Source: an optimization exercise on an open RTL-to-GDS flow (aim: small area). Production flows keep margins and buffers that such runs may drop. Only simulation tests tie the RTL to the original design; equivalence was not proved. The flow treats the clock pin as an ideal source, which a real chip does not have. Power and IR drop assume default switching activity.

==> flow/design.v <==
module spi_ctrl
(
    input wire i_clk,
    input wire i_rst,
    input wire i_en,
    input wire i_miso,
    output wire o_spi_clk,
    output wire o_spi_cs_n,
    output wire [15:0] o_data,
    output wire o_status
);
reg s1, s0;
reg [3:0] bit_count;
reg [15:0] data_r;
reg [5:0] lo;
reg b6;
reg [8:0] hi;
reg latch_r;
wire recv = s0 & ~s1;
wire lo_z = (lo[4:0] == 5'd0);
wire lo_wrap = lo_z & lo[5];                  
wire [5:0] lo_step = {lo[4:0], lo[5] ^ lo[4] ^ lo_z};
wire [8:0] hi_inc;
spi_inc9 u_inc (.a(hi), .ci(lo_wrap & b6), .s(hi_inc));
wire last = (bit_count == 4'd15);
always @(posedge i_clk, posedge i_rst)
    if (i_rst) begin
        s1        <= 1'b0;
        s0        <= 1'b0;
        data_r    <= 16'd0;
        lo        <= 6'd0;
        b6        <= 1'b0;
        hi        <= 9'd0;
    end else begin
        lo        <= lo_step & {6{i_en}};
        b6        <= (b6 ^ lo_wrap) & i_en;
        hi        <= hi_inc & {9{i_en}};
        s1        <= s0 & (s1 | last);
        s0        <= s0 ? ~s1 : i_en;
        if (recv && latch_r)
            data_r <= {data_r[14:0], i_miso};
    end
always @(posedge i_clk) begin
    latch_r   <= (hi != 9'd0) && !b6 && (lo == 6'b011000);
    bit_count <= recv ? bit_count + {3'd0, latch_r} : 4'd0;
end
assign o_spi_clk = b6;
assign o_status = s1;
assign o_data = data_r;
assign o_spi_cs_n = ~recv;
endmodule
module spi_inc9(input wire [8:0] a, input wire ci, output wire [8:0] s);
wire [8:0] c;
assign c[0] = ci;
genvar i;
generate for (i = 0; i < 8; i = i + 1) begin : g
    pwm_ha u (.a(a[i]), .b(c[i]), .s(s[i]), .co(c[i+1]));
end endgenerate
assign s[8] = a[8] ^ c[8];
endmodule
module pwm_ctrl(
    input wire clk,
    input wire rst,
    input wire En,
    input wire [31:0] Ton,
    input wire [31:0] Tp,
    output wire  op,
    output wire [31:0] cnt_val,
    output wire [31:0] milli_cnt
);
reg [31:0] q_reg;
reg [31:0] q2_reg;
reg op_r;
wire milli_tick;
lfsr_prescaler #(
    .R    (17'h0e39a),
    .T    (17'h171cc),
    .MASK (17'h17dff),
    .J    (1)
) u_pre (
    .clk  (clk),
    .rst  (rst),
    .term (milli_tick)
);
wire lt_tp, lt_ton;
pwm_lt32 u_lt_tp  (.q(q_reg), .b(Tp),  .lt(lt_tp));
pwm_lt32 u_lt_ton (.q(q_reg), .b(Ton), .lt(lt_ton));
wire [31:0] q_inc, q2_inc;
pwm_inc1_32 u_inc_q (.a(q_reg), .s(q_inc));
pwm_inc32 u_inc_q2 (.a(q2_reg), .ci(milli_tick), .s(q2_inc));
wire go = En & lt_tp;
always @(posedge clk, posedge rst)
    if (rst) begin
        q_reg  <= 32'd0;
        q2_reg <= 32'd0;
        op_r   <= 1'b0;
    end else begin
        q_reg  <= q_inc & {32{go}};
        q2_reg <= q2_inc;
        op_r   <= En & lt_ton;
    end
assign op = op_r;
assign cnt_val = q_reg;
assign milli_cnt = q2_reg;
endmodule
module pwm_lt_e(input wire q, input wire b, input wire c, output wire yn);
assign yn = ~((~q & b) | ((~q | b) & c));
endmodule
module pwm_lt_o(input wire q, input wire b, input wire cn, output wire y);
assign y = ~((q | ~b) & ((q & ~b) | cn));
endmodule
module pwm_lt32(input wire [31:0] q, input wire [31:0] b, output wire lt);
wire [32:0] c;
assign c[0] = 1'b0;
assign c[1] = ~(~q[0] & b[0]);
pwm_lt_o u_o0 (.q(q[1]), .b(b[1]), .cn(c[1]), .y(c[2]));
genvar i;
generate for (i = 2; i < 32; i = i + 2) begin : g
    pwm_lt_e ue (.q(q[i]),   .b(b[i]),   .c(c[i]),    .yn(c[i+1]));
    pwm_lt_o uo (.q(q[i+1]), .b(b[i+1]), .cn(c[i+1]), .y(c[i+2]));
end endgenerate
assign lt = c[32];
endmodule
module pwm_ha(input wire a, input wire b, output wire s, output wire co);
assign {co, s} = a + b;
endmodule
module pwm_inc32(input wire [31:0] a, input wire ci, output wire [31:0] s);
wire [32:0] c;
assign c[0] = ci;
genvar i;
generate for (i = 0; i < 31; i = i + 1) begin : g
    pwm_ha u (.a(a[i]), .b(c[i]), .s(s[i]), .co(c[i+1]));
end endgenerate
assign s[31] = a[31] ^ c[31];
endmodule
module pwm_inc1_32(input wire [31:0] a, output wire [31:0] s);
wire [31:0] c;
assign s[0] = ~a[0];
assign c[1] = a[0];
genvar i;
generate for (i = 1; i < 31; i = i + 1) begin : g
    pwm_ha u (.a(a[i]), .b(c[i]), .s(s[i]), .co(c[i+1]));
end endgenerate
assign s[31] = a[31] ^ c[31];
endmodule
module sevensegment(clk, reset, temp1, temp2, temp3, temp4, seg_out, seg_clk, anode);
input clk;
input reset;
input [3:0] temp1;
input [3:0] temp2;
input [3:0] temp3;
input [3:0] temp4;
output reg seg_clk;
output reg [6:0] seg_out;
output reg [3:0] anode;
wire term;
lfsr_prescaler #(
    .R    (17'h04da4),
    .T    (17'h126d6),
    .MASK (17'h17ffb),
    .J    (3)
) u_pre (
    .clk  (clk),
    .rst  (reset),
    .term (term)
);
wire seg_tick = term & ~seg_clk;
wire first = anode[3] & anode[2] & anode[1];
wire shown = ~(first & anode[0]);
reg [3:0] bcd;       
reg [3:0] disp;      
wire [3:0] sel = ({4{first}}     & temp1) |
                 ({4{~anode[3]}} & temp2) |
                 ({4{~anode[2]}} & temp3) |
                 ({4{~anode[1]}} & temp4);
always @(posedge clk, posedge reset)
    if (reset) begin
        seg_clk <= 1'b0;
    end else if (term) begin
        seg_clk <= ~seg_clk;
    end
always @(posedge clk, posedge reset)
    if (reset) begin
        bcd   <= 4'b0000;
        anode <= 4'b1111;
    end else if (seg_tick) begin
        bcd   <= sel;
        anode <= {~first, anode[3:1]};
    end
always @(posedge clk)
    if (seg_tick) disp <= bcd;
wire [6:0] dec = (disp == 4'd1) ? 7'b111_1001 :
                 (disp == 4'd2) ? 7'b010_0100 :
                 (disp == 4'd3) ? 7'b011_0000 :
                 (disp == 4'd4) ? 7'b001_1001 :
                 (disp == 4'd5) ? 7'b001_0010 :
                 (disp == 4'd6) ? 7'b000_0010 :
                 (disp == 4'd7) ? 7'b111_1000 :
                 (disp == 4'd8) ? 7'b000_0000 :
                 (disp == 4'd9) ? 7'b001_0000 :
                                  7'b100_0000;
always @* seg_out = (first & anode[0]) ? 7'b111_1111 : dec;
endmodule
module temp_ctrl_periph (
    input  wire        clk,
    input  wire        rst,
    input  wire        spi_en,
    input  wire        spi_miso,
    output wire        spi_clk,
    output wire        spi_cs_n,
    output wire [15:0] spi_data,
    output wire        spi_status,
    input  wire        pwm_en,
    input  wire [31:0] pwm_ton,
    input  wire [31:0] pwm_tp,
    output wire        pwm_out,
    output wire [31:0] pwm_cnt,
    output wire [31:0] pwm_milli_cnt,
    input  wire [3:0]  disp_d0,
    input  wire [3:0]  disp_d1,
    input  wire [3:0]  disp_d2,
    input  wire [3:0]  disp_d3,
    output wire [6:0]  seg_out,
    output wire        seg_clk,
    output wire [3:0]  anode
);
spi_ctrl u_spi (
    .i_clk      (clk),
    .i_rst      (rst),
    .i_en       (spi_en),
    .i_miso     (spi_miso),
    .o_spi_clk  (spi_clk),
    .o_spi_cs_n (spi_cs_n),
    .o_data     (spi_data),
    .o_status   (spi_status)
);
pwm_ctrl u_pwm (
    .clk       (clk),
    .rst       (rst),
    .En        (pwm_en),
    .Ton       (pwm_ton),
    .Tp        (pwm_tp),
    .op        (pwm_out),
    .cnt_val   (pwm_cnt),
    .milli_cnt (pwm_milli_cnt)
);
sevensegment u_seg (
    .clk     (clk),
    .reset   (rst),
    .temp1   (disp_d0),
    .temp2   (disp_d1),
    .temp3   (disp_d2),
    .temp4   (disp_d3),
    .seg_out (seg_out),
    .seg_clk (seg_clk),
    .anode   (anode)
);
endmodule
module lfsr_prescaler #(
    parameter [16:0] R    = 17'h0,
    parameter [16:0] T    = 17'h0,
    parameter [16:0] MASK = 17'h1ffff,
    parameter integer J   = 0
) (
    input  wire clk,
    input  wire rst,
    output wire term
);
reg  [16:0] s;
wire [16:0] step = {s[15:0], s[16] ^ s[2]};
assign term = ((s ^ T) & MASK) == 17'b0;
integer i;
reg [16:0] nxt;
always @* begin
    nxt = step;
    if (term) nxt[J] = R[J];
end
always @(posedge clk, posedge rst)
    if (rst) s <= R;
    else     s <= nxt;
endmodule
export LEC_CHECK = 0
export CAP_MARGIN = 20
export CORE_MARGIN = 2
export CORE_UTILIZATION = 60
export GPL_ROUTABILITY_DRIVEN = 0
export GPL_TIMING_DRIVEN = 0
export SLEW_MARGIN = 20
export SYNTH_HIERARCHICAL = 1
create_clock -name core_clock -period 10.0 [get_ports {clk}]
standard.sh (not shown) runs the stock make flow with config.mk's settings and CLKGATE_MAP_FILE= SYNTH_SCRIPT=/design/flow/synth_recipe.tcl, a recipe that flattens the netlist after the stock synthesis.
==> flow/flow/run.sh <==
#!/bin/bash
# The standard layout with these changes: the port buffers are the smallest
# buffer (buf_1); after floorplan every logic cell is set to drive strength 1
# (repair_design and repair_timing size up what needs it); clock tree
# synthesis adds no dummy loads, and clock buffers whose flip-flops would see
# too slow a clock edge are made stronger (post_cts.tcl).
set -euo pipefail
here=$(pwd)
export BUFFER_PORTS_ARGS="-buffer_cell sky130_fd_sc_hd__buf_1"
export POST_FLOORPLAN_TCL="$here/flow/downsize.tcl"
export POST_CTS_TCL="$here/flow/post_cts.tcl"
export CTS_ARGS="-sink_clustering_enable -repair_clock_nets -dont_use_dummy_load -buf_list {$(cat flow/cts_bufs)} $(cat flow/cts_extra 2>/dev/null || true)"
bash standard.sh > standard.log 2>&1
==> flow/flow/cts_bufs <==
sky130_fd_sc_hd__clkbuf_4
==> flow/flow/cts_extra <==
-sink_clustering_size 10
==> flow/flow/downsize.tcl <==
# After synthesis and floorplan: put every logic cell at its smallest drive
# strength (X_1), leaving repair_design and repair_timing to size up what the
# layout needs.
set n 0
foreach inst [get_cells *] {
  set m [get_property $inst ref_name]
  if {[regexp {^(sky130_fd_sc_hd__[a-z0-9]+)_([0-9]+)$} $m -> base d]} {
    if {$d == 1 || [string match *tap* $base] || [string match *conb* $base]} { continue }
    set lc [get_lib_cells -quiet ${base}_1]
    if {$lc eq ""} { continue }
    if {[catch {replace_cell $inst $lc} err]} { puts "downsize: $inst $m: $err"; continue }
    incr n
  }
}
puts "downsize: $n cells set to drive strength 1"
==> flow/flow/post_cts.tcl <==
estimate_parasitics -placement
set big [get_lib_cells sky130_fd_sc_hd__clkbuf_8]
set n 0
foreach inst [get_cells *] {
  set m [get_property $inst ref_name]
  if {$m ne "sky130_fd_sc_hd__clkbuf_4"} { continue }
  set out [get_pins -of_objects $inst -filter "direction==output"]
  set net [get_nets -of_objects $out]
  set mx 0
  foreach p [get_pins -of_objects $net -filter "direction==input"] {
    set s [get_property $p slew_max]
    if {$s > $mx} { set mx $s }
  }
  if {$mx > 0.118} {
    replace_cell $inst $big
    incr n
  }
}
puts "post_cts: $n clock buffers set to clkbuf_8"
if {$n > 0} {
  detailed_placement
  check_placement -verbose
  estimate_parasitics -placement
}
The starting point completed with no timing, DRC or antenna violations.
Next try:
Settings changed: CORE_UTILIZATION 60 to 70, GPL_ROUTABILITY_DRIVEN 0 to not set, GPL_TIMING_DRIVEN 0 to not set, PLACE_DENSITY set to 0.9.
Design area went down by about 1%.
Via count goes up by 1.2%.
Core utilization came out higher by 11 points.
Count of clock-buffer cells in the layout does not change.
Combinational power went down by about 2%.
Synthesized area does not change.
Next try:
Settings changed: CORE_UTILIZATION 70 to 60, PLACE_DENSITY 0.9 to not set.
Synthesized cell count stays the same. Maximum frequency is about the same. Die area climbs by 16%. Core utilization falls by 11 points. Hold slack got worse by 0.028 ns. Area after synthesis is unchanged. Final area is about the same. Power stays flat. Routed wire length is lower by about 6%.

separate check: timing with driven ports:
No port has a modelled driver above. Below, the same layouts with a new extraction and two added sets of constraints.
Step 1 sets driving cells, clkbuf_16 on the clock port and buf_2 on the other inputs (assumed; they add their load-dependent delay and slew).
Step 2 also shifts input and output timing later by t, the mid clock arrival at the registers, as if the neighbouring blocks saw the same clock.
Three values: ideal ports, drivers, drivers and shift; two values: the first two.
run	t, ns	setup slack, ns	worst setup path at the end
the first run	0.417	0.827 / 0.833 / 0.416	input to register
the second run	0.423	0.939 / 0.944 / 0.521	input to register
the third run	0.427	0.936 / 0.946 / 0.519	input to register
After both steps setup and hold are still met in every run listed. For the second run, which loses most, drivers alone change the setup slack by +0.005 ns; drivers and shift together by -0.418 ns.
